From an optimization exercise on the open Yosys and OpenROAD flow, aimed at small area; shortcuts taken in it are not production practice.
Function was checked by simulation only, so behaviour that the tests miss may differ from the original.

==> flow/design.v, too long to show whole: its modules and the start of the top module <==
// module synapse: 2138 lines
module synapse #(
    parameter DW = 16, T_DW = 4
)(
    input wire clk,
    input wire rst,
    input wire en,
    input wire [DW - 1 : 0] weights_w,
    input wire write_enable,
    output reg [DW - 1 : 0] weights_r,
    input wire read_enable,
    input wire pre_spiking,
    output reg signed [DW - 1 : 0] spking_value,
    output reg post_en,
    input wire update_en,
    input wire signed [DW - 1 : 0] learning_rate
);
  // ...
==> flow/run.sh <==
#!/bin/bash
# synth_recipe.tcl (not shown) runs the flow's synth.tcl, then flattens the netlist and writes it again
# the make line also repeats each setting of config.mk as NAME=value (left out here)
make -C /OpenROAD-flow-scripts/flow DESIGN_CONFIG=/design/flow/config.mk WORK_HOME=/design/flow/orfs CLKGATE_MAP_FILE= SYNTH_SCRIPT=/design/flow/synth_recipe.tcl finish
==> flow/config.mk <==
export PLATFORM = sky130hd
export DESIGN_NAME = synapse
export DESIGN_NICKNAME = synapse
export VERILOG_FILES = /design/flow/design.v
export SDC_FILE = /design/flow/constraint.sdc
export NUM_CORES = 4
export LEC_CHECK = 0
export ABC_AREA = 1
export CAP_MARGIN = 0
export CORE_MARGIN = 2
export CORE_UTILIZATION = 40
export CTS_BUF_LIST = sky130_fd_sc_hd__clkbuf_4
export SLEW_MARGIN = 0
==> flow/constraint.sdc <==
create_clock -name core_clock -period 10.0 [get_ports {clk}]
set_input_delay 2.0000 -clock core_clock [delete_from_list [all_inputs] [get_ports {clk}]]
set_output_delay 2.0000 -clock core_clock [all_outputs]
set_load 0.01 [all_outputs]
==> results.json, run 1 <==
{
  "grt_setup_unrepaired": "false",
  "muxShareOfSynthArea_pct": 0.5261,
  "utilization_pct": 44.63,
  "insertion_delay_ps": 830,
  "clockBufferDepth": 3,
  "met1_usage_pct": 34.10,
  "sh_seq_area_pct": 16.25,
  "grt_busiest_layer": "met2",
  "core_area_sq_mm": 0.05639,
  "rows": 87,
  "dr.pass1.iters": 5,
  "seq_cells": 204,
  "r2r_cells": 35,
  "hold_class": "reg2reg",
  "outcome": "complete, no violations",
  "cts_tree": "done",
  "cts_buffers": 60,
  "synth_common_cells": "nand2_1 (593), inv_1 (554), fa_1 (398), o21ai_0 (283), nor2_1 (278)",
  "avgSynthCellArea_sq_um": 7.917,
  "synth_top_family_by_area": "adder cells",
  "hold_buffers": 0,
  "grt.total_usage_pct": 25.17
}
==> run 2: changes to the inputs <==
==> flow/flow/run.sh (new file) <==
#!/bin/bash
# Own layout flow: the standard flow, with one extra step after the
# standard synthesis: polarity.py re-chooses the polarity of the full-adder
# cells (a full adder is self-dual) to drop inverters between them. The
# rewritten netlist is checked against the standard one (ABC cec, registers
# as cut points) and used only if it is equivalent. Each tool's output goes
# to a log file of its own in this folder.
set -euo pipefail
R=orfs/results/${FLOW_PLATFORM:-sky130hd}/synapse/base
bash standard.sh synth > std_synth.log 2>&1
cp $R/1_2_yosys.v synth_standard.v
if python3 flow/polarity.py synth_standard.v synth_polarity.v > polarity.log 2>&1 \
   && bash flow/cec.sh synth_standard.v synth_polarity.v "${FLOW_TOP:-synapse}" > cec.log 2>&1 \
   && grep -q "Networks are equivalent" cec.log; then
  sleep 1
  cp synth_polarity.v $R/1_2_yosys.v
  echo "using the polarity-optimised netlist" >> polarity.log
else
  echo "keeping the standard netlist" >> polarity.log
fi
bash standard.sh > std_layout.log 2>&1
==> flow/flow/cec.sh (new file) <==
#!/bin/bash
# cec.sh A.v B.v TOP: combinational equivalence of two mapped netlists with
# the same registers (register outputs and inputs are cut points), ABC cec.
set -euo pipefail
L=${FLOW_HOME:-/OpenROAD-flow-scripts/flow}/platforms/sky130hd/lib/sky130_fd_sc_hd__tt_025C_1v80.lib
D=$(mktemp -d -p .)
for x in A B; do
  f=$1; [ $x = B ] && f=$2
  yosys -q -l cec_yosys_$x.log -p "
read_liberty -ignore_miss_func $L
read_verilog $f
hierarchy -top $3
flatten; proc; opt_clean
techmap; opt_clean
setundef -zero
write_blif $D/$x.blif
"
done
yosys-abc -c "cec $D/A.blif $D/B.blif"
rm -rf $D
==> flow/flow/polarity.py (new file) <==
"""Polarity optimisation of a mapped sky130 netlist.

A full adder is self-dual: FA(~a, ~b, ~c) = (~sum, ~cout).  Synthesis leaves
many inverters between full-adder cells.  This script chooses, for every
fa cell, whether it works on true or complemented signals so that as few
inverters as possible are needed, then rebuilds the inverters.  The logic
function of the netlist is unchanged; registers and ports are untouched.

usage: polarity.py IN.v OUT.v"""
import re
import sys
import random

src = open(sys.argv[1]).read()

cell_re = re.compile(r'^(\s*)(sky130_fd_sc_hd__(\w+))\s+(\S+)\s*\((.*?)\);\n', re.S | re.M)
pin_re = re.compile(r'\.(\w+)\(([^()]*)\)')
OUTPINS = {"X", "Y", "Q", "Q_N", "SUM", "COUT", "HI", "LO"}

cells = []   # dict: type, name, pins{pin: net}, span
for m in cell_re.finditer(src):
    pins = {p: n.strip() for p, n in pin_re.findall(m.group(5))}
    cells.append(dict(type=m.group(3), name=m.group(4), pins=pins, span=m.span(), indent=m.group(1),
                      full=m.group(2)))

assign_re = re.compile(r'^\s*assign\s+(.+?)\s*=\s*(.+?)\s*;\s*$', re.M)
assigns = [(m.group(1).strip(), m.group(2).strip(), m.span()) for m in assign_re.finditer(src)]

def esc(n):
    return n + " " if n.startswith("\\") else n


def is_const(n):
    return bool(re.match(r"^\d+'[bh][01xz]+$", n))

driver = {}
for i, c in enumerate(cells):
    for p, n in c['pins'].items():
        if p in OUTPINS:
            driver[n] = (i, p)

# inverters that may be rebuilt: inv_* whose output net is used only by cell pins
pinned = set()
for lhs, rhs, _ in assigns:
    pinned.add(lhs)
    pinned.add(rhs)
port_names = set()
for m in re.finditer(r'^\s*(input|output|inout)\s+(?:\[[^\]]*\]\s*)?([^;]+);', src, re.M):
    for nm in m.group(2).split(','):
        port_names.add(nm.strip())
def base_name(n):
    return re.sub(r'\s*\[\d+\]$', '', n)
removable = set()
for i, c in enumerate(cells):
    if c['type'].startswith('inv_'):
        y = c['pins']['Y']
        if y not in pinned and base_name(y) not in port_names:
            removable.add(i)

def resolve(n):
    """(root net, parity): n == root ^ parity through removable inverters."""
    par = 0
    seen = 0
    while n in driver and driver[n][0] in removable and seen < 100:
        n = cells[driver[n][0]]['pins']['A']
        par ^= 1
        seen += 1
    return n, par

fas = [i for i, c in enumerate(cells) if c['type'].startswith('fa_')]
fa_index = {i: k for k, i in enumerate(fas)}
FA_IN = ("A", "B", "CIN")

# consumers: (cell index or ('assign', k), pin, root, parity, fa_k or None)
cons_by_root = {}
consumers = []
for i, c in enumerate(cells):
    if i in removable:
        continue
    for p, n in c['pins'].items():
        if p in OUTPINS or is_const(n) or n == '':
            continue
        r, par = resolve(n)
        fk = fa_index.get(i) if p in FA_IN else None
        consumers.append((i, p, r, par, fk))
        cons_by_root.setdefault(r, []).append(len(consumers) - 1)
for k, (lhs, rhs, _) in enumerate(assigns):
    if is_const(rhs):
        continue
    r, par = resolve(rhs)
    consumers.append((('assign', k), None, r, par, None))
    cons_by_root.setdefault(r, []).append(len(consumers) - 1)

flip = [0] * len(fas)

def avail(r):
    d = driver.get(r)
    if d is not None and d[0] in fa_index:
        return flip[fa_index[d[0]]]
    return 0

def root_cost(r):
    a = avail(r)
    for ci in cons_by_root.get(r, ()):
        _, _, _, par, fk = consumers[ci]
        need = par ^ (flip[fk] if fk is not None else 0)
        if need != a:
            return 1
    return 0

# roots touched by each fa: its output roots and its input roots
fa_roots = []
for k, i in enumerate(fas):
    c = cells[i]
    rs = set()
    for p in ("SUM", "COUT"):
        if p in c['pins']:
            rs.add(c['pins'][p])
    for p in FA_IN:
        n = c['pins'][p]
        if not is_const(n):
            rs.add(resolve(n)[0])
    fa_roots.append(rs)

def total():
    return sum(root_cost(r) for r in cons_by_root)

before = sum(1 for i in removable)
improved = True
it = 0
while improved and it < 50:
    improved = False
    it += 1
    order = list(range(len(fas)))
    random.Random(it).shuffle(order)
    for k in order:
        rs = fa_roots[k]
        c0 = sum(root_cost(r) for r in rs)
        flip[k] ^= 1
        c1 = sum(root_cost(r) for r in rs)
        if c1 < c0:
            improved = True
        else:
            flip[k] ^= 1
after = total()
sys.stderr.write("polarity: %d fa cells, %d flipped, inverters %d -> %d\n" % (len(fas), sum(flip), before, after))

# rebuild
new_inv = {}   # root -> net name carrying ~avail
new_cells = []
ninv = 0
def net_for(r, need):
    global ninv
    a = avail(r)
    if need == a:
        return r
    if r not in new_inv:
        ninv += 1
        nm = "polinv_%d_" % ninv
        new_inv[r] = nm
        new_cells.append("  sky130_fd_sc_hd__inv_1 polinv_cell_%d_ (\n    .A(%s),\n    .Y(%s)\n  );\n" % (ninv, esc(r), nm))
    return new_inv[r]

edits = []  # (start, end, text)
for i in removable:
    edits.append((cells[i]['span'][0], cells[i]['span'][1], ""))
# new pin connections
newpins = {}
for ci, (i, p, r, par, fk) in enumerate(consumers):
    need = par ^ (flip[fk] if fk is not None else 0)
    nm = net_for(r, need)
    if isinstance(i, tuple):
        k = i[1]
        lhs, rhs, span = assigns[k]
        if nm != rhs:
            edits.append((span[0], span[1], "\n  assign %s = %s;" % (esc(lhs), esc(nm)) if src[span[0]] == '\n' else "  assign %s = %s;" % (esc(lhs), esc(nm))))
    else:
        newpins.setdefault(i, {})[p] = nm
for k, i in enumerate(fas):
    if flip[k]:
        for p in FA_IN:
            n = cells[i]['pins'][p]
            if is_const(n):
                newpins.setdefault(i, {})[p] = "1'h1" if n.endswith("0") else "1'h0"
for i, pm in newpins.items():
    c = cells[i]
    pins = dict(c['pins'])
    changed = False
    for p, n in pm.items():
        if pins[p] != n:
            pins[p] = n
            changed = True
    if changed:
        text = "%s%s %s (\n%s\n%s);\n" % (c['indent'], c['full'], c['name'],
                                          ",\n".join("    .%s(%s)" % (p, esc(n)) for p, n in pins.items()), c['indent'])
        edits.append((c['span'][0], c['span'][1], text))

edits.sort()
out = []
pos = 0
for s, e, t in edits:
    assert s >= pos, "overlapping edits"
    out.append(src[pos:s])
    out.append(t)
    pos = e
out.append(src[pos:])
res = "".join(out)
# declare the new nets and add the new cells before endmodule
decl = "".join("  wire %s;\n" % nm for nm in new_inv.values())
idx = res.rfind("endmodule")
res = res[:idx] + decl + "".join(new_cells) + res[idx:]
open(sys.argv[2], "w").write(res)
==> flow/standard.sh (new file) <==
#!/bin/bash
# synth_recipe.tcl (not shown) runs the flow's synth.tcl, then flattens the netlist and writes it again
# the make line also repeats each setting of config.mk as NAME=value (left out here)
make -C /OpenROAD-flow-scripts/flow DESIGN_CONFIG=/design/flow/config.mk WORK_HOME=/design/flow/orfs CLKGATE_MAP_FILE= SYNTH_SCRIPT=/design/flow/synth_recipe.tcl "${@:-finish}"
removed: flow/run.sh
==> run 2 against run 1 <==
First-iteration DRC count fell by 12%; clock skew rose by 16 ps; setup slack got worse by 270 ps; design area fell by 3.7%; non-clock buffer count fell by 1; still clean on timing, DRC and antenna.
==> results.json, run 2 <==
{
  "drv_cap": 0,
  "rows": 85,
  "synth_area_sq_mm": 0.02200,
  "die_width_um": 238.5,
  "worst_slack_ps": 403.0,
  "dp_hpwl_um": 54430,
  "final_cell_mix": "nand2_1 (593), fa_1 (394), inv_1 (332)",
  "fmax_mhz": 104.2,
  "cts_buffers": 60,
  "cts_tree": "done",
  "cp-end-kind": "flip-flop",
  "h-tree-depth": 2,
  "fin_hold_ws_ps": 463.7,
  "grt_overflow": 0,
  "core_area_sq_mm": 0.05413,
  "die_height_um": 238.5,
  "vias": 18470,
  "crit_start": "xa[1]",
  "dr.pass1.iters": 6,
  "outcome": "complete, no violations",
  "tns_ps": 0,
  "grt_start_max_net_pins": 59,
  "r2r_cells": 33,
  "cp_slowest_cell": "fa_1",
  "cp.required_ps": 10690,
  "synth_nets": 3177,
  "critPathBufInv": 4,
  "clockBufferDepth": 3,
  "setup-violations-final": 0,
  "timing.rr.end": "diff_trace[14]",
  "initial_core_util_pct": 40.64,
  "pre_cts_ws_ps": 95.61,
  "cts_root_buf": "clkbuf_4",
  "via_per_inst": 5.336,
  "drt_iter0_markers": 1588,
  "antenna_found_initial": 1,
  "slew_headroom_pct": 23.84,
  "worstMarginPinSlew_ps": 1138,
  "reg2reg_from": "xa[1]",
  "worstSetupPathDepth": 33,
  "cts_sinks": 204,
  "wl_per_cell_um": 20.12,
  "io_pins": 72,
  "syn-instance-count": 2662,
  "met3_length_um": 6342,
  "final_nets": 3234,
  "grt_setup_unrepaired": "false",
  "path_clk_slew_ps": 60,
  "area_growth_pct": 10.20,
  "yosysWarnings": 1,
  "hold_viol": 0,
  "crit_fanout": 3,
  "path_class": "reg2reg",
  "post-route-period-util_pct": 95.97,
  "grt_pass1_vias": 18980,
  "grt_pass1_wl_um": 109400,
  "drive_gt1_share_pct": 6.223,
  "endpoint": "diff_trace[14]",
  "critPathTopFamily": "adder cells",
  "dr_wl_met2_um": 30730,
  "hold_buffers": 0,
  "insertion_delay_ps": 850,
  "period_minus_slack_ps": 9597,
  "finalClockSkew_ps": 92.91,
  "gp_congestion": 0.9315,
  "drv_slew": 0,
  "top_layer_used": "met5",
  "reg2reg_slack_ps": 400,
  "antenna_left": 0,
  "final_common_cell": "nand2_1",
  "max_stage_delay_ps": 570,
  "hold_class": "reg2reg",
  "avgSynthCellArea_sq_um": 8.263,
  "cp_common_cell": "fa_1",
  "drt_wl_total_um": 69650,
  "wl_met1_um": 30350,
  "io_buffers": 71,
  "dieArea_sq_mm": 0.05688,
  "grt.total_usage_pct": 25.27,
  "start_kind": "flip-flop",
  "worstPathArrival_ps": 10290,
  "drc_errors": 0
}
==> run 2: worst min-delay path by stage <==
stage / start / end / slack, ps / cells past startpoint
floorplan: pre_trace[3] / pre_trace[3] / 420 / 1
finish: weights_r[0] / weights_r[0] / 460 / 2
global route: weights_r[11] / weights_r[11] / 480 / 2
global placement: pre_trace[3] / pre_trace[3] / 450 / 1
CTS: pre_trace[3] / pre_trace[3] / 460 / 1
detailed placement: pre_trace[3] / pre_trace[3] / 450 / 1
==> run 2: tightest hold or removal path, stage by stage, from the launching register on <==
cell     delay, ps
dfxtp_1        310
nand2_1         60
a21oi_1         50
==> run 2: timing repair <==
action / in CTS / in global routing
hold endpoints to repair: 0 / 0
setup endpoints to repair: 0 / 4
buffers inserted: 0 / 1
gates resized for setup: 0 / 9
==> run 2: per-stage QoR <==
stage	util, %	cell area (sq um)	cells
2_1_floorplan	-	22000	2662
3_3_place_gp	43.39	23490	3352
3_5_place_dp	43.39	23490	3352
4_1_cts	44.70	24200	3459
5_1_grt	44.78	24240	3461
6_report	44.78	24240	3462
==> run 2: cell type report <==
type                    count  area, sq um
fillers                  5375        29890
multi-input cells        1987        16170
flip-flops and latches    204         4089
inverters                 345         1295
repair buffers            121         1099
well taps                 696        870.8
clock buffers              77        578.1
clock inverters            30        135.1
diodes                      2        5.005
==> run 2: metal layers <==
metal	GRT usage [%]	vias up
met4	9.053	4
met2	38.40	837
li1	-	8398
met1	35.13	9101
met3	6.085	133
met5	0.6061	-
==> run 3: changes to the inputs <==
==> flow/flow/polarity.py (replaced) <==
"""Polarity optimisation of a mapped sky130 netlist.

A full adder is self-dual: FA(~a, ~b, ~c) = (~sum, ~cout).  Synthesis leaves
many inverters between full-adder cells.  This script chooses, for every fa
cell, whether it works on true or complemented signals, and for some simple
gates whether they drive the true or the complemented value (xor2 <-> xnor2,
nand2 <-> and2, ...), so that the inverters plus the gate changes cost the
least area; then it rebuilds the inverters.  The logic function is
unchanged; registers and ports are untouched.

usage: polarity.py IN.v OUT.v"""
import re
import sys
import random

src = open(sys.argv[1]).read()

cell_re = re.compile(r'^(\s*)sky130_fd_sc_hd__(\w+)\s+(\S+)\s*\((.*?)\);\n', re.S | re.M)
pin_re = re.compile(r'\.(\w+)\(([^()]*)\)')
OUTPINS = {"X", "Y", "Q", "Q_N", "SUM", "COUT", "HI", "LO"}
INV_AREA = 3.7536
# gate -> (complementary gate, its output pin, area change)
DUAL = {}
def dual(a, pa, area_a, b, pb, area_b):
    DUAL[a] = (b, pb, area_b - area_a, pa)
    DUAL[b] = (a, pa, area_a - area_b, pb)
dual("xor2_1", "X", 8.7584, "xnor2_1", "Y", 8.7584)
dual("nand2_1", "Y", 3.7536, "and2_1", "X", 6.256)
dual("nor2_1", "Y", 3.7536, "or2_1", "X", 6.256)
dual("a21oi_1", "Y", 5.0048, "a21o_1", "X", 7.5072)
dual("o21ai_0", "Y", 5.0048, "o21a_1", "X", 7.5072)
dual("nand3_1", "Y", 5.0048, "and3_1", "X", 6.256)
dual("nor3_1", "Y", 5.0048, "or3_1", "X", 6.256)


def esc(n):
    return n + " " if n.startswith("\\") else n


def is_const(n):
    return bool(re.match(r"^\d+'[bh][01xz]+$", n))


cells = []
for m in cell_re.finditer(src):
    pins = [(p, n.strip()) for p, n in pin_re.findall(m.group(4))]
    cells.append(dict(type=m.group(2), name=m.group(3), pins=pins, span=m.span(), indent=m.group(1)))

assign_re = re.compile(r'^\s*assign\s+(.+?)\s*=\s*(.+?)\s*;\s*$', re.M)
assigns = [(m.group(1).strip(), m.group(2).strip(), m.span()) for m in assign_re.finditer(src)]

driver = {}
for i, c in enumerate(cells):
    for p, n in c['pins']:
        if p in OUTPINS:
            driver[n] = (i, p)

pinned = set()
for lhs, rhs, _ in assigns:
    pinned.add(lhs)
    pinned.add(rhs)
port_names = set()
for m in re.finditer(r'^\s*(input|output|inout)\s+(?:\[[^\]]*\]\s*)?([^;]+);', src, re.M):
    for nm in m.group(2).split(','):
        port_names.add(nm.strip())


def base_name(n):
    return re.sub(r'\s*\[\d+\]$', '', n)


def is_port(n):
    return base_name(n) in port_names or n in port_names


removable = set()
for i, c in enumerate(cells):
    if c['type'].startswith('inv_'):
        y = dict(c['pins'])['Y']
        if y not in pinned and not is_port(y):
            removable.add(i)


def resolve(n):
    par = 0
    for _ in range(100):
        if n in driver and driver[n][0] in removable:
            n = dict(cells[driver[n][0]]['pins'])['A']
            par ^= 1
        else:
            break
    return n, par


# flippable objects: fa cells (inputs and outputs flip) and dual gates (output flips)
FA_IN = ("A", "B", "CIN")
objs = []            # (cell index, kind)
obj_of = {}
for i, c in enumerate(cells):
    if i in removable:
        continue
    if c['type'].startswith('fa_'):
        obj_of[i] = len(objs)
        objs.append((i, 'fa'))
    elif c['type'] in DUAL:
        outn = [n for p, n in c['pins'] if p in OUTPINS][0]
        if outn not in pinned and not is_port(outn):
            obj_of[i] = len(objs)
            objs.append((i, 'gate'))
flip = [0] * len(objs)
flip_cost = [0.0 if k == 'fa' else DUAL[cells[i]['type']][2] for i, k in objs]

consumers = []
cons_by_root = {}
for i, c in enumerate(cells):
    if i in removable:
        continue
    for p, n in c['pins']:
        if p in OUTPINS or is_const(n) or n == '':
            continue
        r, par = resolve(n)
        fk = obj_of.get(i) if (p in FA_IN and c['type'].startswith('fa_')) else None
        consumers.append((i, p, r, par, fk))
        cons_by_root.setdefault(r, []).append(len(consumers) - 1)
for k, (lhs, rhs, _) in enumerate(assigns):
    if is_const(rhs):
        continue
    r, par = resolve(rhs)
    consumers.append((('assign', k), None, r, par, None))
    cons_by_root.setdefault(r, []).append(len(consumers) - 1)


def avail(r):
    d = driver.get(r)
    if d is not None and d[0] in obj_of:
        return flip[obj_of[d[0]]]
    return 0


def root_cost(r):
    a = avail(r)
    for ci in cons_by_root.get(r, ()):
        _, _, _, par, fk = consumers[ci]
        if par ^ (flip[fk] if fk is not None else 0) != a:
            return INV_AREA
    return 0.0


obj_roots = []
for i, kind in objs:
    c = cells[i]
    rs = set(n for p, n in c['pins'] if p in OUTPINS)
    if kind == 'fa':
        for p, n in c['pins']:
            if p in FA_IN and not is_const(n):
                rs.add(resolve(n)[0])
    obj_roots.append([r for r in rs if r in cons_by_root or r in driver])


def total():
    return sum(root_cost(r) for r in cons_by_root) + sum(f * c for f, c in zip(flip, flip_cost))


def local_search(rng, temp0):
    cur = total()
    best, best_flip = cur, list(flip)
    steps = 40 * len(objs)
    for s in range(steps):
        temp = temp0 * (1 - s / steps)
        k = rng.randrange(len(objs))
        rs = obj_roots[k]
        c0 = sum(root_cost(r) for r in rs) + flip[k] * flip_cost[k]
        flip[k] ^= 1
        c1 = sum(root_cost(r) for r in rs) + flip[k] * flip_cost[k]
        d = c1 - c0
        if d < -1e-9 or (temp > 0 and rng.random() < pow(2.718, -max(d, 0) / temp)):
            cur += d
            if cur < best - 1e-9:
                best, best_flip = cur, list(flip)
        else:
            flip[k] ^= 1
    return best, best_flip


start = len(removable) * INV_AREA
best_all, best_flip_all = total(), list(flip)
for seed in range(6):
    rng = random.Random(seed)
    for k in range(len(objs)):
        flip[k] = 0 if seed == 0 else rng.randrange(2)
    b, bf = local_search(rng, 0.0 if seed == 0 else 4.0)
    if b < best_all:
        best_all, best_flip_all = b, bf
flip[:] = best_flip_all
nflip_fa = sum(f for f, (i, k) in zip(flip, objs) if k == 'fa')
nflip_g = sum(f for f, (i, k) in zip(flip, objs) if k == 'gate')
sys.stderr.write("polarity: %d fa, %d gates; flipped %d fa, %d gates; inverter+gate area %.1f -> %.1f\n"
                 % (sum(1 for o in objs if o[1] == 'fa'), sum(1 for o in objs if o[1] == 'gate'),
                    nflip_fa, nflip_g, start, total()))

# rebuild
new_inv = {}
new_cells = []
counter = [0]


def net_for(r, need):
    if need == avail(r):
        return r
    if r not in new_inv:
        counter[0] += 1
        nm = "polinv_%d_" % counter[0]
        new_inv[r] = nm
        new_cells.append("  sky130_fd_sc_hd__inv_1 polinv_cell_%d_ (\n    .A(%s),\n    .Y(%s)\n  );\n"
                         % (counter[0], esc(r), nm))
    return new_inv[r]


edits = []
for i in removable:
    edits.append((cells[i]['span'][0], cells[i]['span'][1], ""))
newpins = {}
for (i, p, r, par, fk) in consumers:
    need = par ^ (flip[fk] if fk is not None else 0)
    nm = net_for(r, need)
    if isinstance(i, tuple):
        lhs, rhs, span = assigns[i[1]]
        if nm != rhs:
            lead = "\n" if src[span[0]] == "\n" else ""
            edits.append((span[0], span[1], "%s  assign %s = %s;" % (lead, esc(lhs), esc(nm))))
    else:
        newpins.setdefault(i, {})[p] = nm
for k, (i, kind) in enumerate(objs):
    if flip[k] and kind == 'fa':
        for p, n in cells[i]['pins']:
            if p in FA_IN and is_const(n):
                newpins.setdefault(i, {})[p] = "1'h1" if n.endswith("0") else "1'h0"
for i in set(newpins) | set(i for k, (i, kind) in enumerate(objs) if flip[k] and kind == 'gate'):
    c = cells[i]
    typ = c['type']
    pins = list(c['pins'])
    pm = newpins.get(i, {})
    pins = [(p, pm.get(p, n)) for p, n in pins]
    k = obj_of.get(i)
    if k is not None and flip[k] and objs[k][1] == 'gate':
        ntyp, npin, _, opin = DUAL[typ]
        pins = [((npin if p == opin else p), n) for p, n in pins]
        typ = ntyp
    if typ == c['type'] and pins == c['pins']:
        continue
    text = "%ssky130_fd_sc_hd__%s %s (\n%s\n%s);\n" % (
        c['indent'], typ, c['name'], ",\n".join("    .%s(%s)" % (p, esc(n)) for p, n in pins), c['indent'])
    edits.append((c['span'][0], c['span'][1], text))

edits.sort()
out = []
pos = 0
for s, e, t in edits:
    assert s >= pos, "overlapping edits"
    out.append(src[pos:s])
    out.append(t)
    pos = e
out.append(src[pos:])
res = "".join(out)
decl = "".join("  wire %s;\n" % nm for nm in new_inv.values())
idx = res.rfind("endmodule")
res = res[:idx] + decl + "".join(new_cells) + res[idx:]
open(sys.argv[2], "w").write(res)
--- a/flow/config.mk
+++ b/flow/config.mk
@@ -8,6 +8,9 @@
 export ABC_AREA = 1
 export CAP_MARGIN = 0
 export CORE_MARGIN = 2
-export CORE_UTILIZATION = 40
-export CTS_BUF_LIST = sky130_fd_sc_hd__clkbuf_4
+export CORE_UTILIZATION = 55
+export CTS_BUF_LIST = sky130_fd_sc_hd__clkbuf_8
+export CTS_CLUSTER_DIAMETER = 60
+export CTS_CLUSTER_SIZE = 20
+export PLACE_DENSITY = 0.7
 export SLEW_MARGIN = 0
==> run 3 against run 2 <==
First-iteration DRC count is 7.2% higher; non-clock buffer count is 2 lower; via count is 2.2% lower; design area is 1.5% lower.
==> results.json, run 3 <==
{
  "outcome": "complete, no violations",
  "clockBufferDepth": 3,
  "grt_overflow": 0,
  "cp_slowest_cell": "fa_1",
  "insertion_delay_ps": 600,
  "grt_start_max_net_pins": 90,
  "drive_gt1_share_pct": 4.778,
  "area_growth_pct": 8.666,
  "crit_fanout": 4,
  "wl_met1_um": 28260,
  "pre_cts_ws_ps": 73.53,
  "finalClockSkew_ps": 25.85,
  "max_stage_delay_ps": 570,
  "top_layer_used": "met4",
  "nFillCells": 3498,
  "dr.pass1.iters": 5,
  "synth_nets": 3098,
  "drt_wl_total_um": 66220,
  "antenna_left": 0,
  "cp_common_cell": "fa_1",
  "final_nets": 3116,
  "tns_ps": 0,
  "path_clk_slew_ps": 120,
  "cts_tree": "done",
  "worstMarginPinSlew_ps": 1073,
  "grt_pass1_wl_um": 104300,
  "gp_congestion": 1.024,
  "drv_slew": 0,
  "drc_errors": 0,
  "syn-instance-count": 2583,
  "core_area_sq_mm": 0.03955,
  "yosysWarnings": 1,
  "avgSynthCellArea_sq_um": 8.507,
  "dp_hpwl_um": 52350,
  "critPathBufInv": 4,
  "cp-end-kind": "flip-flop",
  "rows": 73,
  "cts_sinks": 204,
  "slew_headroom_pct": 28.41,
  "setup-violations-final": 0,
  "dieArea_sq_mm": 0.04157,
  "via_per_inst": 5.753,
  "drt_iter0_markers": 1702,
  "synth_area_sq_mm": 0.02197,
  "die_height_um": 203.9,
  "period_minus_slack_ps": 9562,
  "dr_wl_met2_um": 27870,
  "h-tree-depth": 1,
  "met3_length_um": 7462,
  "drv_cap": 0,
  "initial_core_util_pct": 55.56,
  "worst_slack_ps": 438.0,
  "cts_buffers": 23,
  "io_buffers": 71,
  "worstPathArrival_ps": 10060,
  "final_cell_mix": "nand2_1 (509), fa_1 (392), o21ai_0 (272)",
  "utilization_pct": 60.38,
  "hold_viol": 0,
  "die_width_um": 203.9,
  "post-route-period-util_pct": 95.62,
  "path_class": "reg2reg",
  "critPathTopFamily": "adder cells",
  "antenna_found_initial": 1,
  "fmax_mhz": 104.6,
  "final_common_cell": "nand2_1",
  "cts_root_buf": "clkbuf_8",
  "vias": 18070,
  "num_antenna_cells": 0,
  "grt.total_usage_pct": 32.90,
  "wl_per_cell_um": 21.08,
  "cp.required_ps": 10500,
  "grt_pass1_vias": 18160,
  "io_pins": 72,
  "start_kind": "flip-flop",
  "hold_class": "reg2reg"
}
run 3: repair_timing:
item	in CTS	in global routing
setup endpoints to repair	0	5
setup buffers	0	2
hold buffers	0	0
gates resized for setup	0	13
run 3: final cells by class:
type                    instances  area [sq um]  share of cell area [%]
clock buffers                  23         316.6                   1.326
clock inverters                17         271.5                   1.137
inverters                     266         998.5                   4.182
multi-input cells            1987         16450                   68.87
flip-flops and latches        204          4093                   17.14
well taps                     525         656.9                   2.751
repair buffers                119          1096                   4.590
run 3: final timing paths:
kind | from | end | slack [ps] | depth (start not counted)
worst min-delay path | pre_trace[3] | pre_trace[3] | 470 | 1
worst max register to register | xa[1] | diff_trace[14] | 440 | 33
worst min register to register | pre_trace[3] | pre_trace[3] | 470 | 1
worst max-delay path | xa[1] | diff_trace[14] | 440 | 33
run 3: metrics by stage:
step	hold slack, ps	std cells	instance area (sq um)
floorplan	417.1	2583	21970
detailed placement	453.0	3099	23240
global placement	438.4	3099	23240
global route	484.9	3141	23880
CTS	468.3	3139	23830
finish	465.7	3141	23880
run 3: routing by layer:
layer  vias up  track usage, %
met5         -               0
met4         0           11.11
met3       169           8.801
met2       959           47.24
met1      8822           48.20
li1       8119               -
==> run 4: changes to the inputs <==
==> flow/config.mk (replaced) <==
export PLATFORM = sky130hd
export DESIGN_NAME = synapse
export DESIGN_NICKNAME = synapse
export VERILOG_FILES = /design/flow/design.v
export SDC_FILE = /design/flow/constraint.sdc
export NUM_CORES = 4
export LEC_CHECK = 0
export ABC_AREA = 1
export CAP_MARGIN = 0
export CORE_MARGIN = 2
export CORE_UTILIZATION = 40
export CTS_BUF_LIST = sky130_fd_sc_hd__clkbuf_4
export SLEW_MARGIN = 0
==> run 4 against run 3 <==
Worst hold slack worse by 5.3 ps; routed wire length up 4.3%; count of clock-buffer cells in the layout up 58; sequential share of layout area down 0.24 points; synthesized cell count unchanged; non-clock buffer count down 2; die area up 37%; utilization down 16 points; critical path type unchanged.
==> results.json, run 4 <==
{
  "holdPathEnd": "pre_trace[3]",
  "min_path_cells": 1,
  "wl_met1_um": 31260,
  "top_layer_used": "met4",
  "hold_buffers": 0,
  "dr_wl_met2_um": 30240,
  "grt_start_max_net_pins": 120,
  "pre_cts_ws_ps": 135.7,
  "drt_iter0_markers": 1777,
  "cts_tree": "done",
  "outcome": "complete, no violations",
  "antenna_found_initial": 2,
  "insertion_delay_ps": 820,
  "h-tree-depth": 2,
  "vias": 18180,
  "cp.required_ps": 10700,
  "gp_congestion": 0.9324,
  "die_width_um": 238.4,
  "path_clk_slew_ps": 70,
  "period_minus_slack_ps": 9554,
  "hold_class": "reg2reg",
  "setup-violations-final": 0,
  "final_nets": 3148,
  "drc_errors": 0,
  "die_height_um": 238.4,
  "start_kind": "flip-flop",
  "post-route-period-util_pct": 95.54,
  "worst_slack_ps": 445.9,
  "initial_core_util_pct": 40.67,
  "path_class": "reg2reg",
  "slew_headroom_pct": 21.26,
  "cp_common_cell": "fa_1",
  "cp-end-kind": "flip-flop",
  "grt_overflow": 0,
  "cp_slowest_cell": "fa_1",
  "io_buffers": 71,
  "cts_sinks": 204,
  "final_cell_mix": "nand2_1 (509), fa_1 (398), o21ai_0 (273)",
  "clockBufferDepth": 3,
  "avgSynthCellArea_sq_um": 8.507,
  "hold_viol": 0,
  "syn-instance-count": 2583,
  "synth_area_sq_mm": 0.02197,
  "grt_pass1_vias": 18710,
  "area_growth_pct": 10.14,
  "dr.pass1.iters": 6,
  "antenna_left": 0,
  "reg2reg_from": "xa[1]",
  "worstPathArrival_ps": 10250,
  "r2r_cells": 32,
  "reg2reg_slack_ps": 450,
  "grt_setup_unrepaired": "false",
  "cts_setup_buffers": 0,
  "grt.total_usage_pct": 25.06,
  "dieArea_sq_mm": 0.05683,
  "max_stage_delay_ps": 560,
  "dp_hpwl_um": 53800,
  "rows": 85,
  "worstMarginPinSlew_ps": 1180,
  "crit_fanout": 4,
  "via_per_inst": 5.381,
  "drv_cap": 0,
  "fmax_mhz": 104.7,
  "final_common_cell": "nand2_1",
  "nFillCells": 5331,
  "core_area_sq_mm": 0.05403,
  "yosysWarnings": 1,
  "min_from": "pre_trace[3]",
  "tns_ps": 0,
  "drive_gt1_share_pct": 6.078,
  "cts.repair.resized": 0,
  "io_pins": 72,
  "fin_hold_ws_ps": 460.5,
  "met3_length_um": 5342,
  "synth_nets": 3098,
  "finalClockSkew_ps": 63.70,
  "cts_buffers": 57,
  "drv_slew": 0,
  "timing.rr.end": "diff_trace[14]",
  "wl_per_cell_um": 20.45,
  "drt_wl_total_um": 69100,
  "cts_root_buf": "clkbuf_4",
  "grt_pass1_wl_um": 109200
}
[run 4: worst max-delay path, delay by kind of cell, from the launching register on]
kind	cells	cell delay, ps
flops	1	360
fa+ha+maj	18	7620
compound gates	4	690
simple gates	7	570
buf+inv	3	250
[run 4: area by class of cell]
class,instances,area (sq um),share of cell area (%)
antenna,1,2.502,0.01034
clock buffer,81,608.1,2.513
clock inverter,27,116.4,0.4808
inverter,266,998.5,4.126
multi-input combinational,1987,16430,67.90
sequential,204,4090,16.90
tap,696,870.8,3.598
timing repair buffer,117,1081,4.467
[run 4: how the worst max path moves through the flow]
stage | startpoint | to | slack, ps | cells past startpoint
floorplan | xa[1] | diff_trace[14] | 660 | 32
global placement | xa[1] | diff_trace[14] | 220 | 33
detailed placement | xa[1] | diff_trace[14] | 140 | 32
CTS | xa[1] | diff_trace[14] | 150 | 32
global route | xa[1] | diff_trace[14] | 10 | 32
finish | xa[1] | diff_trace[14] | 450 | 32
[run 4: metal layers]
layer	GRT usage, %	vias to the layer above
met2	37.75	771
met4	8.428	0
met5	0	-
li1	-	8245
met1	36.39	9022
met3	4.466	145
[run 4: stage by stage]
stage	utilization [%]	instance area [sq um]	cells
after floorplan	-	21970	2583
after global placement	43.41	23450	3270
after detailed placement	43.41	23450	3270
after CTS	44.75	24180	3378
after global routing	44.79	24200	3379
final	44.79	24200	3379
==> run 5: changes to the inputs <==
==> flow/flow/run.sh (replaced) <==
#!/bin/bash
# Own layout flow: the standard flow, with two extra steps after the
# standard synthesis, each kept only if ABC's cec finds the result
# equivalent to the standard netlist (registers as cut points):
#  1. polarity.py re-chooses the polarity of the full-adder cells (a full
#     adder is self-dual) and of some simple gates to drop inverters;
#  2. resyn.sh re-maps the logic between the adders and registers with an
#     area-oriented ABC script.
# Each tool's output goes to a log file of its own in this folder.
set -euo pipefail
R=orfs/results/${FLOW_PLATFORM:-sky130hd}/synapse/base
TOP=${FLOW_TOP:-synapse}
bash standard.sh synth > std_synth.log 2>&1
cp $R/1_2_yosys.v synth_standard.v
cur=synth_standard.v
if python3 flow/polarity.py $cur synth_polarity.v > polarity.log 2>&1 \
   && bash flow/cec.sh synth_standard.v synth_polarity.v $TOP > cec_polarity.log 2>&1 \
   && grep -q "Networks are equivalent" cec_polarity.log; then
  cur=synth_polarity.v
fi
if bash flow/resyn.sh $cur synth_resyn.v $TOP > resyn.log 2>&1 \
   && bash flow/cec.sh synth_standard.v synth_resyn.v $TOP > cec_resyn.log 2>&1 \
   && grep -q "Networks are equivalent" cec_resyn.log; then
  cur=synth_resyn.v
fi
echo "netlist used: $cur" > netlist_used.log
if [[ $cur != synth_standard.v ]]; then
  sleep 1
  cp $cur $R/1_2_yosys.v
fi
bash standard.sh > std_layout.log 2>&1
--- a/flow/flow/cec.sh
+++ b/flow/flow/cec.sh
@@ -6,7 +6,7 @@
 D=$(mktemp -d -p .)
 for x in A B; do
   f=$1; [ $x = B ] && f=$2
-  yosys -q -l cec_yosys_$x.log -p "
+  yosys -q -l cec_yosys_${2%.v}_$x.log -p "
 read_liberty -ignore_miss_func $L
 read_verilog $f
 hierarchy -top $3
--- a/flow/flow/polarity.py
+++ b/flow/flow/polarity.py
@@ -75,7 +75,7 @@
 
 removable = set()
 for i, c in enumerate(cells):
-    if c['type'].startswith('inv_'):
+    if c['type'].startswith(('inv_', 'clkinv_')):
         y = dict(c['pins'])['Y']
         if y not in pinned and not is_port(y):
             removable.add(i)
@@ -202,6 +202,10 @@
 new_inv = {}
 new_cells = []
 counter = [0]
+tag = 0
+while "pol%d_" % tag in src:
+    tag += 1
+PFX = "pol%d_" % tag
 
 
 def net_for(r, need):
@@ -209,10 +213,10 @@
         return r
     if r not in new_inv:
         counter[0] += 1
-        nm = "polinv_%d_" % counter[0]
+        nm = "%sinv_%d_" % (PFX, counter[0])
         new_inv[r] = nm
-        new_cells.append("  sky130_fd_sc_hd__inv_1 polinv_cell_%d_ (\n    .A(%s),\n    .Y(%s)\n  );\n"
-                         % (counter[0], esc(r), nm))
+        new_cells.append("  sky130_fd_sc_hd__inv_1 %scell_%d_ (\n    .A(%s),\n    .Y(%s)\n  );\n"
+                         % (PFX, counter[0], esc(r), nm))
     return new_inv[r]
 
 
==> flow/flow/resyn.abc (new file) <==
strash
dc2
dch -f
map -a
mfs2
strash
dch -f
map -a
topo
dnsize
==> flow/flow/resyn.sh (new file) <==
#!/bin/bash
# resyn.sh IN.v OUT.v TOP: re-map the combinational logic of a mapped netlist
# with an area-oriented ABC script. Full adders, half adders, flip-flops and
# tie cells are kept as they are (so every register keeps its cell and name);
# the logic between them is read as the library's cell functions and mapped
# again onto the platform's cells, leaving out its don't-use cells.
set -euo pipefail
FH=${FLOW_HOME:-/OpenROAD-flow-scripts/flow}
L=$FH/platforms/sky130hd/lib/sky130_fd_sc_hd__tt_025C_1v80.lib
DU=$(sed -n '/^export DONT_USE_CELLS += /,/^#/p' $FH/platforms/sky130hd/config.mk \
     | grep -o "sky130_fd_sc_hd__[a-z0-9_]*" | sed 's/^/-dont_use /' | tr '\n' ' ')
printf 'set_driving_cell sky130_fd_sc_hd__buf_1\nset_load 5\n' > resyn_abc.constr
yosys -q -l resyn_yosys.log -p "
read_liberty -ignore_miss_func $L
setattr -mod -set keep_hierarchy 1 sky130_fd_sc_hd__fa_1 sky130_fd_sc_hd__ha_1 sky130_fd_sc_hd__dfxtp_1 sky130_fd_sc_hd__conb_1
read_verilog $1
hierarchy -top $3
flatten
opt_clean
abc -D 10000 -liberty $L $DU -constr resyn_abc.constr -script flow/resyn.abc
opt_clean -purge
select $3
write_verilog -noattr -selected $2
"
==> run 5 against run 4 <==
Critical path depth fell by 4; via count down 5.3%; worst hold slack barely moved; global-route usage increased by 0.11 points; utilization grew 1.2 points; synthesized area is 5.3% lower; final cell count is 4.2% lower; sequential share of layout area is 0.39 points higher; sequential cell count unchanged; critical path type unchanged.
==> results.json, run 5 <==
{
  "grt_pass1_wl_um": 103400,
  "initial_core_util_pct": 40.46,
  "hold_viol": 0,
  "final_common_cell": "fa_1",
  "crit_start": "xb[1]",
  "outcome": "complete, no violations",
  "dp_hpwl_um": 52590,
  "worstPathArrival_ps": 10230,
  "path_class": "reg2reg",
  "drive_gt1_share_pct": 7.079,
  "dieArea_sq_mm": 0.05384,
  "cts_sinks": 204,
  "drt_iter0_markers": 1253,
  "die_height_um": 232.0,
  "wl_per_cell_um": 20.16,
  "io_pins": 72,
  "die_width_um": 232.0,
  "crit_fanout": 4,
  "setup-violations-final": 0,
  "area_growth_pct": 13.73,
  "fmax_mhz": 104.2,
  "grt.total_usage_pct": 25.17,
  "clockBufferDepth": 3,
  "vias": 17220,
  "tns_ps": 0,
  "cts_tree": "done",
  "cp-end-kind": "flip-flop",
  "synth_area_sq_mm": 0.02080,
  "cts_buffers": 58,
  "placed_cell_area_sq_mm": 0.02288,
  "min_from": "delay_for_mul1",
  "drv_cap": 0,
  "post-route-period-util_pct": 96.01,
  "dr.pass1.iters": 5,
  "yosysWarnings": 1,
  "synth_nets": 2834,
  "rows": 83,
  "syn-instance-count": 2319,
  "via_per_inst": 5.319,
  "final_area_sq_mm": 0.02366,
  "insertion_delay_ps": 810,
  "grt_pass1_vias": 18160,
  "worstMarginPinSlew_ps": 965.9,
  "period_minus_slack_ps": 9601,
  "avgSynthCellArea_sq_um": 8.970,
  "drc_errors": 0,
  "drt_wl_total_um": 65280,
  "final_nets": 3033,
  "cts_root_buf": "clkbuf_4",
  "cp.required_ps": 10630,
  "grt_overflow": 0,
  "hold_buffers": 0,
  "path_clk_slew_ps": 60,
  "hold_class": "reg2reg",
  "start_kind": "flip-flop",
  "finalClockSkew_ps": 67.77,
  "io_buffers": 71,
  "final_cell_mix": "fa_1 (396), nand2_1 (365), nor2_1 (360)",
  "cp_common_cell": "fa_1",
  "gp_congestion": 0.9493,
  "grt_setup_unrepaired": "true",
  "slew_headroom_pct": 35.32,
  "antenna_found_initial": 2,
  "reg2reg_from": "xb[1]",
  "h-tree-depth": 2,
  "cp_slowest_cell": "fa_1",
  "drv_slew": 0,
  "max_stage_delay_ps": 530,
  "core_area_sq_mm": 0.05141,
  "antenna_left": 0,
  "grt_start_max_net_pins": 65
}
[run 5: per-layer routing]
layer / wire length [um] / vias up / GRT usage, % / share of wire (%)
met1: 26490 / 8465 / 31.75 / 41
met3: 4906 / 126 / 4.826 / 7.5
met5: 0 / - / 0 / 0
met4: 2679 / 0 / 10.80 / 4.1
li1: - / 7926 / - / -
met2: 31200 / 707 / 42.13 / 48
[run 5: area by class of cell]
class | instances | area [sq um]
flip-flops and latches | 204 | 4090
fillers | 5101 | 27750
repair buffers | 139 | 1246
clock inverters | 22 | 123.9
multi-input cells | 1845 | 15750
clock buffers | 77 | 578.1
inverters | 270 | 1016
well taps | 680 | 850.8
diodes | 1 | 2.502
[run 5: path summary, 6_finish.rpt]
kind	endpoint	cells after the start	slack (ps)
worst min register to register	delay_for_mul2	2	460
worst max-delay path	diff_trace[14]	28	400
worst min-delay path	delay_for_mul2	2	460
worst max register to register	diff_trace[14]	28	400
[run 5: stage by stage]
stage / setup slack, ps / hold WS, ps / cells / utilization, %
after floorplan: -29.60 / 422.4 / 2319 / -
after global placement: -12.51 / 435.1 / 3135 / 44.50
after detailed placement: -49.98 / 460.3 / 3135 / 44.50
after CTS: 15.29 / 468.1 / 3234 / 45.88
after global routing: -45.71 / 499.3 / 3238 / 46.02
final: 399.1 / 460.5 / 3238 / 46.02
[run 5: what timing repair did]
action                     in CTS  in global routing
pin swaps                       0                  2
gates resized for setup         1                 14
setup endpoints to repair       1                 12
cloned                          0                  0
buffers inserted                0                  3
[run 5: critical path: cells and delay by family (launching register included)]
kind | cells | cell delay (ps)
AOI/OAI and AO/OA | 7 | 1100
adders and majority gates | 18 | 7550
buffers and inverters | 2 | 230
DFF | 1 | 350
and+or+nand+nor | 1 | 180
==> run 6: changes to the inputs <==
--- a/flow/config.mk
+++ b/flow/config.mk
@@ -8,6 +8,10 @@
 export ABC_AREA = 1
 export CAP_MARGIN = 0
 export CORE_MARGIN = 2
-export CORE_UTILIZATION = 40
-export CTS_BUF_LIST = sky130_fd_sc_hd__clkbuf_4
+export CORE_UTILIZATION = 55
+export CTS_BUF_LIST = sky130_fd_sc_hd__clkbuf_8
+export CTS_CLUSTER_DIAMETER = 60
+export CTS_CLUSTER_SIZE = 16
+export GPL_TIMING_DRIVEN = 0
+export PLACE_DENSITY = 0.7
 export SLEW_MARGIN = 0
==> run 6 against run 5 <==
Still clean; fmax barely moved; synthesized area did not move; final cell count fell by 8.5%; count of clock-buffer cells in the layout fell by 49; critical path depth did not move; design area fell by 2.0%; worst hold slack improved by 2.6 ps; largest cell class unchanged.
==> results.json, run 6 <==
{
  "cp-end-kind": "flip-flop",
  "drc_errors": 0,
  "synth_nets": 2834,
  "grt_setup_unrepaired": "false",
  "reg2reg_slack_ps": 400,
  "reg2reg_from": "xa[1]",
  "place_inst": 2908,
  "crit_start": "xa[1]",
  "critPathBufInv": 1,
  "h-tree-depth": 1,
  "dr.pass1.iters": 5,
  "cts_buffers": 24,
  "cp_common_cell": "fa_1",
  "num_antenna_cells": 0,
  "antenna_left": 0,
  "io_pins": 72,
  "cts_sinks": 204,
  "grt_pass1_wl_um": 97650,
  "wl_per_cell_um": 20.74,
  "vias": 17010,
  "io_buffers": 71,
  "final_area_sq_mm": 0.02317,
  "finalClockSkew_ps": 64.84,
  "multi_input_area_sq_mm": 0.01587,
  "die_width_um": 198.5,
  "core_area_sq_mm": 0.03749,
  "cts_root_buf": "clkbuf_8",
  "r2r_cells": 28,
  "path_class": "reg2reg",
  "clockBufferDepth": 3,
  "nFillCells": 3237,
  "yosysWarnings": 1,
  "die_height_um": 198.5,
  "seqCellArea_sq_mm": 0.004099,
  "dp_hpwl_um": 47920,
  "initial_core_util_pct": 55.49,
  "period_minus_slack_ps": 9599,
  "final_common_cell": "fa_1",
  "start_kind": "flip-flop",
  "path_clk_slew_ps": 100,
  "cts_tree": "done",
  "utilization_pct": 61.82,
  "setup-violations-final": 0,
  "rows": 71,
  "cp.required_ps": 10440,
  "dieArea_sq_mm": 0.03939,
  "grt_pass1_vias": 17650,
  "hold_buffers": 0,
  "cp_slowest_cell": "fa_2",
  "drv_cap": 0,
  "min_path_cells": 2,
  "hold_class": "reg2reg",
  "antenna_found_initial": 0,
  "avgSynthCellArea_sq_um": 8.970,
  "area_growth_pct": 11.40,
  "drive_gt1_share_pct": 5.381,
  "insertion_delay_ps": 620,
  "final_cells": 2964,
  "crit_fanout": 4,
  "holdPathEnd": "pre_trace_temp[3]",
  "timing.rr.end": "diff_trace[14]",
  "final_nets": 2951,
  "worstPathArrival_ps": 10040,
  "grt_overflow": 0,
  "placed_cell_area_sq_mm": 0.02228,
  "synth_area_sq_mm": 0.02080,
  "outcome": "complete, no violations",
  "worstMarginPinSlew_ps": 1233,
  "critPathTopFamily": "adder cells",
  "hold_viol": 0,
  "fmax_mhz": 104.2,
  "syn-instance-count": 2319,
  "drt_iter0_markers": 1355,
  "drv_slew": 0,
  "grt_start_max_net_pins": 85,
  "via_per_inst": 5.737,
  "min_from": "pre_trace[3]",
  "grt.total_usage_pct": 32.65,
  "post-route-period-util_pct": 95.99,
  "max_stage_delay_ps": 570,
  "gp_congestion": 0.9888,
  "slew_headroom_pct": 17.71,
  "final_cell_mix": "fa_1 (394), nand2_1 (365), nor2_1 (344)",
  "drt_wl_total_um": 61470
}
==> run 6: layout make-up <==
| class | instances | share of cell area [%] |
|---|---|---|
| multi-input cells | 1845 | 68.50 |
| flip-flops and latches | 204 | 17.69 |
| inverters | 270 | 4.616 |
| repair buffers | 91 | 4.022 |
| well taps | 511 | 2.759 |
| clock buffers | 28 | 1.663 |
| clock inverters | 15 | 0.7505 |
==> run 6: worst max path at each step <==
stage	endpoint	cells after the start
after detailed placement	zb[14]	31
after floorplan	zb[14]	29
after CTS	zb[14]	29
after global routing	za[15]	35
after global placement	za[15]	31
final	diff_trace[14]	28
==> run 6: worst register-to-register path, delay by kind of cell, from the launching register on <==
kind	cells	cell delay, ps
adder cells (fa/ha/maj)	18	7600
AO/OA/AOI/OAI	8	1210
flip-flops	1	380
AND/OR/NAND/NOR	1	150
buffers and inverters	1	60
==> run 6: routing by layer <==
| metal | routed length, um | global-route usage (%) | vias up |
|---|---|---|---|
| li1 | - | - | 7706 |
| met2 | 27540 | 50.32 | 814 |
| met5 | 0 | 0 | - |
| met1 | 24950 | 44.27 | 8333 |
| met3 | 6028 | 7.477 | 152 |
| met4 | 2956 | 14.68 | 0 |
==> run 6: stage by stage <==
stage                     TNS [ps]  setup slack [ps]  hold WS, ps
after floorplan             -29.60            -29.60        422.4
after global placement     -180790             -4141        442.8
after detailed placement   -152600             -3557        447.2
after CTS                   -89.47            -51.71        463.3
after global routing             0            0.3624        486.7
final                            0             401.3        463.1
==> run 6: repair_timing <==
item | in CTS | in global routing
buffers inserted | 9 | 4
pin swaps | 4 | 6
setup endpoints to repair | 73 | 29
resized for setup | 32 | 39
==> run 7: changes to the inputs <==
--- a/flow/config.mk
+++ b/flow/config.mk
@@ -12,6 +12,5 @@
 export CTS_BUF_LIST = sky130_fd_sc_hd__clkbuf_8
 export CTS_CLUSTER_DIAMETER = 60
 export CTS_CLUSTER_SIZE = 16
-export GPL_TIMING_DRIVEN = 0
 export PLACE_DENSITY = 0.7
 export SLEW_MARGIN = 0
==> run 7 against run 6 <==
Via count up 1.1%; fmax up 0.43%; synthesized cell count unchanged; count of clock-buffer cells in the layout down 2.
==> results.json, run 7 <==
{
  "grt_overflow": 0,
  "hold_viol": 0,
  "dr_wl_met2_um": 29060,
  "start_kind": "flip-flop",
  "hold_buffers": 0,
  "wl_met1_um": 27500,
  "clockBufferDepth": 3,
  "initial_core_util_pct": 55.49,
  "top_layer_used": "met4",
  "pre_cts_ws_ps": 230.4,
  "slew_headroom_pct": 10.69,
  "rows": 71,
  "io_pins": 72,
  "drv_cap": 0,
  "final_nets": 3002,
  "tns_ps": 0,
  "insertion_delay_ps": 640,
  "core_area_sq_mm": 0.03749,
  "grt_setup_unrepaired": "false",
  "io_buffers": 71,
  "drive_gt1_share_pct": 5.190,
  "cts_buffers": 25,
  "drv_slew": 0,
  "synth_area_sq_mm": 0.02080,
  "wl_per_cell_um": 21.74,
  "final_area_sq_mm": 0.02331,
  "h-tree-depth": 1,
  "drt_iter0_markers": 1676,
  "path_clk_slew_ps": 90,
  "avgSynthCellArea_sq_um": 8.970,
  "cp_slowest_cell": "fa_1",
  "fmax_mhz": 104.6,
  "max_stage_delay_ps": 560,
  "drt_wl_total_um": 65580,
  "dr.pass1.iters": 5,
  "final_common_cell": "fa_1",
  "vias": 17200,
  "crit_fanout": 4,
  "grt_pass1_vias": 17680,
  "cp-end-kind": "flip-flop",
  "antenna_found_initial": 0,
  "cts_root_buf": "clkbuf_8",
  "period_minus_slack_ps": 9558,
  "antenna_left": 0,
  "path_class": "reg2reg",
  "drc_errors": 0,
  "via_per_inst": 5.702,
  "area_growth_pct": 12.06,
  "cp_common_cell": "fa_1",
  "synth_nets": 2834,
  "post-route-period-util_pct": 95.58,
  "worstMarginPinSlew_ps": 1335,
  "finalClockSkew_ps": 59.10,
  "worst_slack_ps": 441.9,
  "placed_cell_area_sq_mm": 0.02273,
  "grt_pass1_wl_um": 103400,
  "grt_start_max_net_pins": 74,
  "syn-instance-count": 2319,
  "yosysWarnings": 1,
  "outcome": "complete, no violations",
  "die_height_um": 198.5,
  "grt.total_usage_pct": 34.93,
  "gp_congestion": 0.9483,
  "die_width_um": 198.5,
  "cts_sinks": 204,
  "cts.repair.resized": 0,
  "cts_setup_buffers": 0,
  "worstPathArrival_ps": 10040,
  "cp.required_ps": 10480,
  "setup-violations-final": 0,
  "final_cell_mix": "fa_1 (398), nor2_1 (365), nand2_1 (365)",
  "met3_length_um": 6306,
  "num_antenna_cells": 0,
  "dp_hpwl_um": 52730,
  "cts_tree": "done",
  "dieArea_sq_mm": 0.03939,
  "hold_class": "reg2reg"
}
## run 7: through the flow
stage,instances,utilization (%),hold slack [ps]
after floorplan,2319,-,422.4
after global placement,2971,60.62,441.7
after detailed placement,2971,60.62,443.4
after CTS,3016,62.17,459.6
after global routing,3016,62.18,481.8
final,3016,62.18,453.4
## run 7: metal layers
| metal | vias to the layer above | track usage, % |
|---|---|---|
| li1 | 7811 | - |
| met1 | 8436 | 48.80 |
| met2 | 820 | 54.29 |
| met3 | 129 | 6.985 |
| met4 | 0 | 12.74 |
| met5 | - | 0 |
## run 7: path summary, 6_finish.rpt
path                        from              to  slack [ps]  cells past startpoint
setup / recovery           xa[1]  diff_trace[14]         440                     28
hold reg to reg   delay_for_mul1  delay_for_mul2         450                      2
setup reg to reg           xa[1]  diff_trace[14]         440                     28
hold / removal    delay_for_mul1  delay_for_mul2         450                      2
## run 7: layout make-up
| type | count | area [sq um] |
|---|---|---|
| Timing Repair Buffer | 141 | 1274 |
| Tap cell | 511 | 639.4 |
| Sequential cell | 204 | 4089 |
| Fill cell | 3430 | 14180 |
| Clock inverter | 19 | 221.5 |
| Inverter | 270 | 1016 |
| Multi-Input combinational cell | 1845 | 15710 |
| Clock buffer | 26 | 357.8 |
## run 7: critical path, delay by kind of cell, from the launching register on
family | cells | cell delay (ps)
fa+ha+maj | 18 | 7490
flops | 1 | 400
simple gates | 1 | 170
buf+inv | 2 | 150
compound gates | 7 | 1160

afterwards: timing with drivers on the ports:
The results above use ideal ports. As a check the final layouts listed here were re-extracted and re-timed, cells and wires unchanged.
Step 1 sets driving cells, clkbuf_16 on the clock port and buf_2 on the other inputs (assumed; they add their load-dependent delay and slew).
Step 2 times the ports against the registers' clock, not the clock port: input delays grow and output delays shrink by t, the midpoint of the rising clock arrivals with the driver on.
Slacks: ideal / step 1 / step 2; pairs: ideal / step 1.
| run | t (ns) | setup slack, ns | worst setup path after step 2 | worst data-port slew with drivers (ns) | pins driven straight from the clock port |
|---|---|---|---|---|---|
| run 1 | 0.846 | 0.669 / 0.669 / 0.669 | register to register | 0.05 | 1 |
| run 2 | 0.853 | 0.403 / 0.403 / 0.403 | register to register | 0.04 | 1 |
| run 3 | 0.643 | 0.438 / 0.438 / 0.438 | register to register | 0.05 | 1 |
| run 4 | 0.836 | 0.446 / 0.446 / 0.446 | register to register | 0.06 | 1 |
| run 5 | 0.825 | 0.399 / 0.399 / 0.399 | register to register | 0.07 | 1 |
| run 6 | 0.641 | 0.401 / 0.401 / 0.188 | input to register | 0.06 | 1 |
| run 7 | 0.660 | 0.442 / 0.442 / 0.274 | input to register | 0.07 | 1 |
After both steps every run listed still meets setup and hold. For run 6, which loses most, drivers alone change the setup slack by 0.000 ns; drivers and shift together by -0.213 ns.
